From an optimization exercise on the open Yosys and OpenROAD flow, aimed at small area, a short achievable clock period and few clock cycles per item; shortcuts taken in it are not production practice.
RTL that was checked went through simulation tests only; none was proved equivalent to the original.
Power figures rest on the tool's default switching activity, not on a simulated workload.

nickel:
==> flow/design.v <==
module S00_AXI
#(
	  parameter integer AXI_DATA_WIDTH	= 32
	, parameter integer AXI_ADDR_WIDTH	= 8
	, parameter integer AXI_REGS_COUNT	= 20
)
(
	  input  logic                              AXI_ACLK
	, input  logic                              AXI_ARESETN
	, input  logic [AXI_ADDR_WIDTH - 1 : 0]     AXI_AWADDR
	, input  logic                              AXI_AWVALID
	, output logic                              AXI_AWREADY
	, input  logic [AXI_DATA_WIDTH - 1 : 0]     AXI_WDATA
	, input  logic [(AXI_DATA_WIDTH/8)-1 : 0]   AXI_WSTRB
	, input  logic                              AXI_WVALID
	, output logic                              AXI_WREADY
	, output logic [1 : 0]                      AXI_BRESP
	, output logic                              AXI_BVALID
	, input  logic                              AXI_BREADY
	, input  logic [AXI_ADDR_WIDTH - 1 : 0]     AXI_ARADDR
	, input  logic                              AXI_ARVALID
	, output logic                              AXI_ARREADY
	, output logic [AXI_DATA_WIDTH - 1 : 0]     AXI_RDATA
	, output logic [1 : 0]                      AXI_RRESP
	, output logic                              AXI_RVALID
	, input  logic                              AXI_RREADY
);
	localparam integer NBYTES = AXI_DATA_WIDTH/8;
	assign AXI_AWREADY = 1'b1;
	assign AXI_WREADY  = 1'b1;
	assign AXI_ARREADY = 1'b1;
	assign AXI_BRESP   = 2'b00;
	assign AXI_RRESP   = 2'b00;
	logic                          aw_got, w_got, commit, bvalid;
	logic [AXI_REGS_COUNT - 1 : 0] wrow;
	logic [NBYTES - 1 : 0]         wstrb;
	logic [AXI_DATA_WIDTH - 1 : 0] wdata;
	logic aw_ok, w_ok;
	assign aw_ok = aw_got | AXI_AWVALID;
	assign w_ok  = w_got  | AXI_WVALID;
	always_ff @(posedge AXI_ACLK)
	begin
		if (!AXI_ARESETN)
		begin
			aw_got <= 1'b0;
			w_got  <= 1'b0;
			bvalid <= 1'b0;
		end
		else
		begin
			aw_got <= aw_ok & ~w_ok;
			w_got  <= w_ok & ~aw_ok;
			bvalid <= bvalid ? ~AXI_BREADY : (aw_ok & w_ok);
		end
	end
	assign AXI_BVALID = bvalid;
	always_ff @(posedge AXI_ACLK)
	begin
		if (!AXI_ARESETN)
		begin
			commit <= 1'b1;
			wrow   <= '1;
			wstrb  <= '1;
			wdata  <= '0;
		end
		else
		begin
			commit <= aw_ok & w_ok;
			if (!aw_got)
				for (integer i = 0; i < AXI_REGS_COUNT; i = i + 1)
					wrow[i] <= (AXI_AWADDR[6:2] == i);
			if (!w_got)
			begin
				wstrb <= AXI_WSTRB;
				wdata <= AXI_WDATA;
			end
		end
	end
	logic [AXI_DATA_WIDTH - 1 : 0] regs [AXI_REGS_COUNT];
	genvar r, b;
	generate
		for (r = 0; r < AXI_REGS_COUNT; r = r + 1)
		begin : g_row
			for (b = 0; b < NBYTES; b = b + 1)
			begin : g_byte
				always_ff @(posedge AXI_ACLK)
					if (commit & wrow[r] & wstrb[b]) regs[r][b*8 +: 8] <= wdata[b*8 +: 8];
			end
		end
	endgenerate
	logic                          rvalid;
	logic [AXI_DATA_WIDTH - 1 : 0] rdata;
	always_ff @(posedge AXI_ACLK)
	begin
		if (!AXI_ARESETN) rvalid <= 1'b0;
		else              rvalid <= rvalid ? ~AXI_RREADY : AXI_ARVALID;
	end
	logic [AXI_DATA_WIDTH - 1 : 0] rnext;
	always_comb
	begin
		rnext = {AXI_DATA_WIDTH{rvalid}} & rdata;
		for (integer i = 0; i < AXI_REGS_COUNT; i = i + 1)
			rnext = rnext | ({AXI_DATA_WIDTH{~rvalid & (AXI_ARADDR[6:2] == i)}} & regs[i]);
	end
	always_ff @(posedge AXI_ACLK) rdata <= rnext;
	assign AXI_RDATA  = rdata;
	assign AXI_RVALID = rvalid;
endmodule
module TopModule
#(
      parameter integer   AXI_DATA_WIDTH	  = 32
    , parameter integer   AXI_ADDR_WIDTH	  = 8
)
(
    input  logic                              clk
  , input  logic                              areset_n
  , input  logic [AXI_ADDR_WIDTH - 1 : 0]     S00_AXI_AWADDR
  , input  logic                              S00_AXI_AWVALID
  , output logic                              S00_AXI_AWREADY
  , input  logic [AXI_DATA_WIDTH - 1 : 0]     S00_AXI_WDATA
  , input  logic [(AXI_DATA_WIDTH/8)-1 : 0]   S00_AXI_WSTRB
  , input  logic                              S00_AXI_WVALID
  , output logic                              S00_AXI_WREADY
  , output logic [1 : 0]                      S00_AXI_BRESP
  , output logic                              S00_AXI_BVALID
  , input  logic                              S00_AXI_BREADY
  , input  logic [AXI_ADDR_WIDTH - 1 : 0]     S00_AXI_ARADDR
  , input  logic                              S00_AXI_ARVALID
  , output logic                              S00_AXI_ARREADY
  , output logic [AXI_DATA_WIDTH - 1 : 0]     S00_AXI_RDATA
  , output logic [1 : 0]                      S00_AXI_RRESP
  , output logic                              S00_AXI_RVALID
  , input  logic                              S00_AXI_RREADY
);
  S00_AXI
  #(
      .AXI_DATA_WIDTH(AXI_DATA_WIDTH)
    , .AXI_ADDR_WIDTH(AXI_ADDR_WIDTH)
    , .AXI_REGS_COUNT(20)
  )
  axi_slave
  (
      .AXI_ACLK(        clk)
    , .AXI_ARESETN(     areset_n)
    , .AXI_AWADDR(      S00_AXI_AWADDR)
    , .AXI_AWVALID(     S00_AXI_AWVALID)
    , .AXI_AWREADY(     S00_AXI_AWREADY)
    , .AXI_WDATA(       S00_AXI_WDATA)
    , .AXI_WSTRB(       S00_AXI_WSTRB)
    , .AXI_WVALID(      S00_AXI_WVALID)
    , .AXI_WREADY(      S00_AXI_WREADY)
    , .AXI_BRESP(       S00_AXI_BRESP)
    , .AXI_BVALID(      S00_AXI_BVALID)
    , .AXI_BREADY(      S00_AXI_BREADY)
    , .AXI_ARADDR(      S00_AXI_ARADDR)
    , .AXI_ARVALID(     S00_AXI_ARVALID)
    , .AXI_ARREADY(     S00_AXI_ARREADY)
    , .AXI_RDATA(       S00_AXI_RDATA)
    , .AXI_RRESP(       S00_AXI_RRESP)
    , .AXI_RVALID(      S00_AXI_RVALID)
    , .AXI_RREADY(      S00_AXI_RREADY)
  );
endmodule
export LEC_CHECK = 0
export CAP_MARGIN = 20
export CORE_MARGIN = 2
export CORE_UTILIZATION = 50
export SETUP_SLACK_MARGIN = 2.3
export SLEW_MARGIN = 20
create_clock -name core_clock -period 4.5 [get_ports {clk}]
run.sh (not shown) runs the stock make flow with config.mk's settings and CLKGATE_MAP_FILE= SYNTH_SCRIPT=/design/flow/synth_recipe.tcl, a recipe that flattens the netlist after the stock synthesis.
nickel reached the end of the flow, and the finished layout is clean on the timing, DRC and antenna checks.
#### Input delta (tundra over nickel)
==> flow/design.v, changed modules only <==
module S00_AXI
#(
	  parameter integer AXI_DATA_WIDTH	= 32
	, parameter integer AXI_ADDR_WIDTH	= 8
	, parameter integer AXI_REGS_COUNT	= 20
)
(
	  input  logic                              AXI_ACLK
	, input  logic                              AXI_ARESETN
	, input  logic [AXI_ADDR_WIDTH - 1 : 0]     AXI_AWADDR
	, input  logic                              AXI_AWVALID
	, output logic                              AXI_AWREADY
	, input  logic [AXI_DATA_WIDTH - 1 : 0]     AXI_WDATA
	, input  logic [(AXI_DATA_WIDTH/8)-1 : 0]   AXI_WSTRB
	, input  logic                              AXI_WVALID
	, output logic                              AXI_WREADY
	, output logic [1 : 0]                      AXI_BRESP
	, output logic                              AXI_BVALID
	, input  logic                              AXI_BREADY
	, input  logic [AXI_ADDR_WIDTH - 1 : 0]     AXI_ARADDR
	, input  logic                              AXI_ARVALID
	, output logic                              AXI_ARREADY
	, output logic [AXI_DATA_WIDTH - 1 : 0]     AXI_RDATA
	, output logic [1 : 0]                      AXI_RRESP
	, output logic                              AXI_RVALID
	, input  logic                              AXI_RREADY
);
	localparam integer NBYTES = AXI_DATA_WIDTH/8;
	assign AXI_AWREADY = 1'b1;
	assign AXI_WREADY  = 1'b1;
	assign AXI_ARREADY = 1'b1;
	assign AXI_BRESP   = 2'b00;
	assign AXI_RRESP   = 2'b00;
	logic rst_q;
	always_ff @(posedge AXI_ACLK) rst_q <= ~AXI_ARESETN;
	logic                          aw_got, w_got, commit, bvalid;
	logic [AXI_REGS_COUNT - 1 : 0] wrow;
	logic [AXI_DATA_WIDTH - 1 : 0] wdata;
	logic [NBYTES - 1 : 0]         wstrb;
	logic aw_ok, w_ok;
	assign aw_ok = aw_got | AXI_AWVALID;
	assign w_ok  = w_got  | AXI_WVALID;
	always_ff @(posedge AXI_ACLK)
	begin
		if (!AXI_ARESETN)
		begin
			aw_got <= 1'b0;
			w_got  <= 1'b0;
			commit <= 1'b0;
			bvalid <= 1'b0;
		end
		else
		begin
			aw_got <= aw_ok & ~w_ok;
			w_got  <= w_ok & ~aw_ok;
			commit <= aw_ok & w_ok;
			bvalid <= bvalid ? ~AXI_BREADY : (aw_ok & w_ok);
		end
	end
	always_ff @(posedge AXI_ACLK)
	begin
		if (!aw_got)
			for (integer i = 0; i < AXI_REGS_COUNT; i = i + 1)
				wrow[i] <= (AXI_AWADDR[6:2] == i);
		if (!w_got)
		begin
			wdata <= AXI_WDATA;
			wstrb <= AXI_WSTRB;
		end
	end
	assign AXI_BVALID = bvalid;
	logic [AXI_DATA_WIDTH - 1 : 0] regs [AXI_REGS_COUNT];
	logic [AXI_DATA_WIDTH - 1 : 0] wdata_z;
	assign wdata_z = wdata & {AXI_DATA_WIDTH{~rst_q}};
	genvar r, b;
	generate
		for (r = 0; r < AXI_REGS_COUNT; r = r + 1)
		begin : g_row
			for (b = 0; b < NBYTES; b = b + 1)
			begin : g_byte
				logic ld;
				assign ld = rst_q | (wrow[r] & commit & wstrb[b]);
				always_ff @(posedge AXI_ACLK)
					if (ld) regs[r][b*8 +: 8] <= wdata_z[b*8 +: 8];
			end
		end
	endgenerate
	logic                          rvalid;
	logic [AXI_DATA_WIDTH - 1 : 0] rdata;
	always_ff @(posedge AXI_ACLK)
	begin
		if (!AXI_ARESETN) rvalid <= 1'b0;
		else              rvalid <= rvalid ? ~AXI_RREADY : AXI_ARVALID;
	end
	logic [AXI_DATA_WIDTH - 1 : 0] rnext;
	always_comb
	begin
		rnext = '0;
		for (integer i = 0; i < AXI_REGS_COUNT; i = i + 1)
			rnext = rnext | ({AXI_DATA_WIDTH{AXI_ARADDR[6:2] == i}} & regs[i]);
	end
	always_ff @(posedge AXI_ACLK)
		if (!rvalid) rdata <= rnext;
	assign AXI_RDATA  = rdata;
	assign AXI_RVALID = rvalid;
endmodule
--- outcome ---
Across nickel and tundra, the outcome is the same: a clean finish for every run. [tundra] multi-input gate area in the final layout fell 490 µm² relative to nickel. The first-iteration DRC count in tundra was higher than what nickel gave. Peak fanout along the critical path came out higher on tundra than on nickel. tundra vs nickel on area enclosed by the die boundary: tundra is the higher one. In the tables for nickel and tundra, via count of the first global-routing pass reads lower with tundra. [tundra vs nickel] switching share of power: lower in tundra.
No run of this note included a check of the RTL's function; only the layout flow was run.

== old ==
TopModule, a different RTL version from the one above (not shown whole).
Size in the first run: about 2300 cells after synthesis, ~100 I/O pins.
==> module S00_AXI, before the edit <==
module S00_AXI
#(
	  parameter integer AXI_DATA_WIDTH	= 32
	, parameter integer AXI_ADDR_WIDTH	= 8
	, parameter integer AXI_REGS_COUNT	= 20
)
(
	  input  logic                              AXI_ACLK
	, input  logic                              AXI_ARESETN
	, input  logic [AXI_ADDR_WIDTH - 1 : 0]     AXI_AWADDR
	, input  logic                              AXI_AWVALID
	, output logic                              AXI_AWREADY
	, input  logic [AXI_DATA_WIDTH - 1 : 0]     AXI_WDATA
	, input  logic [(AXI_DATA_WIDTH/8)-1 : 0]   AXI_WSTRB
	, input  logic                              AXI_WVALID
	, output logic                              AXI_WREADY
	, output logic [1 : 0]                      AXI_BRESP
	, output logic                              AXI_BVALID
	, input  logic                              AXI_BREADY
	, input  logic [AXI_ADDR_WIDTH - 1 : 0]     AXI_ARADDR
	, input  logic                              AXI_ARVALID
	, output logic                              AXI_ARREADY
	, output logic [AXI_DATA_WIDTH - 1 : 0]     AXI_RDATA
	, output logic [1 : 0]                      AXI_RRESP
	, output logic                              AXI_RVALID
	, input  logic                              AXI_RREADY
);
	localparam integer NBYTES = AXI_DATA_WIDTH/8;
	assign AXI_AWREADY = 1'b1;
	assign AXI_WREADY  = 1'b1;
	assign AXI_ARREADY = 1'b1;
	assign AXI_BRESP   = 2'b00;
	assign AXI_RRESP   = 2'b00;
	logic                          aw_got, w_got, commit, bvalid;
	logic [AXI_REGS_COUNT - 1 : 0] wrow;
	logic [NBYTES - 1 : 0]         wstrb;
	logic [AXI_DATA_WIDTH - 1 : 0] wdata_n;
	logic aw_ok, w_ok;
	assign aw_ok = aw_got | AXI_AWVALID;
	assign w_ok  = w_got  | AXI_WVALID;
	always_ff @(posedge AXI_ACLK)
	begin
		if (!AXI_ARESETN)
		begin
			aw_got <= 1'b0;
			w_got  <= 1'b0;
			bvalid <= 1'b0;
		end
		else
		begin
			aw_got <= aw_ok & ~w_ok;
			w_got  <= w_ok & ~aw_ok;
			bvalid <= bvalid ? ~AXI_BREADY : (aw_ok & w_ok);
		end
	end
	assign AXI_BVALID = bvalid;
	always_ff @(posedge AXI_ACLK)
	begin
		if (!AXI_ARESETN)
		begin
			commit <= 1'b1;
			wrow   <= '1;
			wstrb  <= '1;
			wdata_n <= '1;
		end
		else
		begin
			commit <= aw_ok & w_ok;
			if (!aw_got)
				for (integer i = 0; i < AXI_REGS_COUNT; i = i + 1)
					wrow[i] <= (AXI_AWADDR[6:2] == i);
			if (!w_got)
			begin
				wstrb <= AXI_WSTRB;
				wdata_n <= ~AXI_WDATA;
			end
		end
	end
	logic [AXI_DATA_WIDTH - 1 : 0] regs_n [AXI_REGS_COUNT];
	genvar r, b;
	generate
		for (r = 0; r < AXI_REGS_COUNT; r = r + 1)
		begin : g_row
			for (b = 0; b < NBYTES; b = b + 1)
			begin : g_byte
				logic ld;
				logic [7:0] nxt;
				assign ld = commit & wrow[r] & wstrb[b];
				for (genvar i = 0; i < 8; i = i + 1)
				begin : g_bit
					AO22 u_ao (.a(ld), .b(wdata_n[b*8+i]), .c(~ld), .d(regs_n[r][b*8+i]), .y(nxt[i]));
				end
				always_ff @(posedge AXI_ACLK) regs_n[r][b*8 +: 8] <= nxt;
			end
		end
	endgenerate
	logic                          rvalid, rvalid_o;
	logic [AXI_DATA_WIDTH - 1 : 0] rdata;
	logic                          rvalid_n;
	assign rvalid_n = AXI_ARESETN & (rvalid ? ~AXI_RREADY : AXI_ARVALID);
	always_ff @(posedge AXI_ACLK) rvalid <= rvalid_n;
	OUTREG u_rvalid_o (.clk(AXI_ACLK), .d(rvalid_n), .q(rvalid_o));
	logic [3:0]                    lo;
	logic [7:0]                    hi;
	logic [AXI_REGS_COUNT - 1 : 0] rsel_n;
	DEC2  u_lo (.a(AXI_ARADDR[3:2]), .y(lo));
	DEC3H u_hi (.a(AXI_ARADDR[6:4]), .hold(rvalid), .y(hi));
	for (genvar i = 0; i < AXI_REGS_COUNT; i = i + 1)
	begin : g_rsel
		NAND2 u_nand (.a(hi[i / 4]), .b(lo[i % 4]), .y(rsel_n[i]));
	end
	for (genvar i = 0; i < AXI_DATA_WIDTH; i = i + 1)
	begin : g_rbit
		logic [10:0] t;
		for (genvar j = 0; j < 10; j = j + 1)
		begin : g_pair
			OAI22 u_oai (.a(rsel_n[2*j]), .b(regs_n[2*j][i]), .c(rsel_n[2*j+1]), .d(regs_n[2*j+1][i]), .y(t[j]));
		end
		AND2 u_hold (.a(rvalid), .b(rdata[i]), .y(t[10]));
		logic rnext;
		OR11 u_or (.a(t), .y(rnext));
		always_ff @(posedge AXI_ACLK) rdata[i] <= rnext;
	end
	assign AXI_RDATA  = rdata;
	assign AXI_RVALID = rvalid_o;
endmodule
==> module OR11, before the edit <==
module OR11
(
	  input  logic [10:0] a
	, output logic        y
);
	logic [3:0] g_n;
	NOR3  u_n0 (.a(a[0]), .b(a[1]), .c(a[2]),  .y(g_n[0]));
	NOR3  u_n1 (.a(a[3]), .b(a[4]), .c(a[5]),  .y(g_n[1]));
	NOR3  u_n2 (.a(a[6]), .b(a[7]), .c(a[8]),  .y(g_n[2]));
	NOR2  u_n3 (.a(a[9]), .b(a[10]),           .y(g_n[3]));
	NAND4 u_y  (.a(g_n[0]), .b(g_n[1]), .c(g_n[2]), .d(g_n[3]), .y(y));
endmodule
==> module NOR2, before the edit <==
module NOR2
(
	  input  logic a
	, input  logic b
	, output logic y
);
	assign y = ~(a | b);
endmodule
==> module DEC3H, before the edit <==
module DEC3H
(
	  input  logic [2:0] a
	, input  logic       hold
	, output logic [7:0] y
);
	always_comb
		for (integer i = 0; i < 8; i = i + 1)
			y[i] = ~hold & (a == i);
endmodule
export LEC_CHECK = 0
export CAP_MARGIN = 20
export CORE_MARGIN = 2
export CORE_UTILIZATION = 50
export CTS_CLUSTER_DIAMETER = 80
export CTS_CLUSTER_SIZE = 25
export SETUP_SLACK_MARGIN = 2.7
export SLEW_MARGIN = 20
export SYNTH_HIERARCHICAL = 1
export SYNTH_MINIMUM_KEEP_SIZE = 0
create_clock -name core_clock -period 4.5 [get_ports {clk}]
## Diff of input files: new against old
==> flow/design.v, changed modules only <==
module S00_AXI
#(
	  parameter integer AXI_DATA_WIDTH	= 32
	, parameter integer AXI_ADDR_WIDTH	= 8
	, parameter integer AXI_REGS_COUNT	= 20
)
(
	  input  logic                              AXI_ACLK
	, input  logic                              AXI_ARESETN
	, input  logic [AXI_ADDR_WIDTH - 1 : 0]     AXI_AWADDR
	, input  logic                              AXI_AWVALID
	, output logic                              AXI_AWREADY
	, input  logic [AXI_DATA_WIDTH - 1 : 0]     AXI_WDATA
	, input  logic [(AXI_DATA_WIDTH/8)-1 : 0]   AXI_WSTRB
	, input  logic                              AXI_WVALID
	, output logic                              AXI_WREADY
	, output logic [1 : 0]                      AXI_BRESP
	, output logic                              AXI_BVALID
	, input  logic                              AXI_BREADY
	, input  logic [AXI_ADDR_WIDTH - 1 : 0]     AXI_ARADDR
	, input  logic                              AXI_ARVALID
	, output logic                              AXI_ARREADY
	, output logic [AXI_DATA_WIDTH - 1 : 0]     AXI_RDATA
	, output logic [1 : 0]                      AXI_RRESP
	, output logic                              AXI_RVALID
	, input  logic                              AXI_RREADY
);
	localparam integer NBYTES = AXI_DATA_WIDTH/8;
	assign AXI_AWREADY = 1'b1;
	assign AXI_WREADY  = 1'b1;
	assign AXI_ARREADY = 1'b1;
	assign AXI_BRESP   = 2'b00;
	assign AXI_RRESP   = 2'b00;
	logic                          aw_got, w_got, commit, bvalid;
	logic [AXI_REGS_COUNT - 1 : 0] wrow;
	logic [NBYTES - 1 : 0]         wstrb;
	logic aw_ok, w_ok;
	assign aw_ok = aw_got | AXI_AWVALID;
	assign w_ok  = w_got  | AXI_WVALID;
	always_ff @(posedge AXI_ACLK)
	begin
		if (!AXI_ARESETN)
		begin
			aw_got <= 1'b0;
			w_got  <= 1'b0;
			bvalid <= 1'b0;
		end
		else
		begin
			aw_got <= aw_ok & ~w_ok;
			w_got  <= w_ok & ~aw_ok;
			bvalid <= bvalid ? ~AXI_BREADY : (aw_ok & w_ok);
		end
	end
	assign AXI_BVALID = bvalid;
	always_ff @(posedge AXI_ACLK)
	begin
		if (!AXI_ARESETN)
		begin
			commit <= 1'b1;
			wrow   <= '1;
			wstrb  <= '1;
		end
		else
		begin
			commit <= aw_ok & w_ok;
			if (!aw_got)
				for (integer i = 0; i < AXI_REGS_COUNT; i = i + 1)
					wrow[i] <= (AXI_AWADDR[6:2] == i);
			if (!w_got) wstrb <= AXI_WSTRB;
		end
	end
	logic [AXI_DATA_WIDTH - 1 : 0] regs_n [AXI_REGS_COUNT];
	logic [AXI_DATA_WIDTH - 1 : 0] rdata;
	logic [AXI_DATA_WIDTH - 1 : 0] wdata_n;
	assign wdata_n = ~rdata;
	genvar r, b;
	generate
		for (r = 0; r < AXI_REGS_COUNT; r = r + 1)
		begin : g_row
			for (b = 0; b < NBYTES; b = b + 1)
			begin : g_byte
				logic ld;
				logic [7:0] nxt;
				assign ld = commit & wrow[r] & wstrb[b];
				for (genvar i = 0; i < 8; i = i + 1)
				begin : g_bit
					AO22 u_ao (.a(ld), .b(wdata_n[b*8+i]), .c(~ld), .d(regs_n[r][b*8+i]), .y(nxt[i]));
				end
				always_ff @(posedge AXI_ACLK) regs_n[r][b*8 +: 8] <= nxt;
			end
		end
	endgenerate
	logic                          rvalid, rvalid_o;
	logic                          rvalid_n;
	assign rvalid_n = AXI_ARESETN & (rvalid ? ~AXI_RREADY : AXI_ARVALID);
	always_ff @(posedge AXI_ACLK) rvalid <= rvalid_n;
	OUTREG u_rvalid_o (.clk(AXI_ACLK), .d(rvalid_n), .q(rvalid_o));
	logic [3:0]                    lo;
	logic [7:0]                    hi;
	logic [AXI_REGS_COUNT - 1 : 0] rsel_n;
	DEC2  u_lo (.a(AXI_ARADDR[3:2]), .y(lo));
	DEC3H u_hi (.a(AXI_ARADDR[6:4]), .en(AXI_ARVALID), .y(hi));
	for (genvar i = 0; i < AXI_REGS_COUNT; i = i + 1)
	begin : g_rsel
		NAND2 u_nand (.a(hi[i / 4]), .b(lo[i % 4]), .y(rsel_n[i]));
	end
	logic hold;
	assign hold = rvalid | w_got;
	for (genvar i = 0; i < AXI_DATA_WIDTH; i = i + 1)
	begin : g_rbit
		logic [11:0] t;
		for (genvar j = 0; j < 10; j = j + 1)
		begin : g_pair
			OAI22 u_oai (.a(rsel_n[2*j]), .b(regs_n[2*j][i]), .c(rsel_n[2*j+1]), .d(regs_n[2*j+1][i]), .y(t[j]));
		end
		AND2 u_hold (.a(hold), .b(rdata[i]), .y(t[10]));
		AND2 u_wr (.a(AXI_WVALID), .b(AXI_WDATA[i]), .y(t[11]));
		logic rnext;
		OR12 u_or (.a(t), .y(rnext));
		always_ff @(posedge AXI_ACLK) rdata[i] <= rnext;
	end
	assign AXI_RDATA  = rdata;
	assign AXI_RVALID = rvalid_o;
endmodule
module OR12
(
	  input  logic [11:0] a
	, output logic        y
);
	logic [3:0] g_n;
	NOR3  u_n0 (.a(a[0]), .b(a[1]),  .c(a[2]),  .y(g_n[0]));
	NOR3  u_n1 (.a(a[3]), .b(a[4]),  .c(a[5]),  .y(g_n[1]));
	NOR3  u_n2 (.a(a[6]), .b(a[7]),  .c(a[8]),  .y(g_n[2]));
	NOR3  u_n3 (.a(a[9]), .b(a[10]), .c(a[11]), .y(g_n[3]));
	NAND4 u_y  (.a(g_n[0]), .b(g_n[1]), .c(g_n[2]), .d(g_n[3]), .y(y));
endmodule
module DEC3H
(
	  input  logic [2:0] a
	, input  logic       en
	, output logic [7:0] y
);
	always_comb
		for (integer i = 0; i < 8; i = i + 1)
			y[i] = en & (a == i);
endmodule
// module OR11 removed
// module NOR2 removed
Findings:
The area occupied by multi-input gates in new sits about 6% below the value recorded for old. Per the comparison of new with old, overall power after layout up about 6%, number of combinational gates with multiple inputs down 66, met2 wire length down 3.4%. Average wire per cell in the routed design (higher): old. Diff old -> new: final hold slack level, worst setup slack fell by 0.0080 ns, final area now smaller, flip-flop and latch count dropped 32. The run showing the greater number of DRC markers in iteration 0 is old. Compared to old, new has sequential portion of the cell area 0.35 points lower.
Testbench counts of new, summed over its fixed seeds: cycles 6,400, items 3,200.
Function not checked in old: the RTL went through the layout flow alone.

port drivers added, routing unchanged:
The flow's constraints put no driver on any port. The routed layouts listed below were extracted and timed again, unchanged, in two steps.
Step 1 sets driving cells, clkbuf_16 on the clock port and buf_2 on the other inputs (assumed; they add their load-dependent delay and slew).
Step 2 also shifts input and output timing later by t, the mid clock arrival at the registers, as if the neighbouring blocks saw the same clock.
Three values: no drivers, after step 1, after step 2; two values: the first two.
run	t (ns)	setup WS [ns]	worst slew at a driven data input, ns
nickel	0.669	2.203 / 2.130 / 1.461	0.31
tundra	0.672	2.268 / 2.127 / 1.455	0.24
old	0.653	2.513 / 2.451 / 1.978	0.05
new	0.649	2.505 / 2.444 / 1.978	0.10
After both steps setup and hold are still met in every run listed. The setup slack of tundra, which loses most, moves by -0.141 ns with the drivers and by -0.813 ns with both steps.
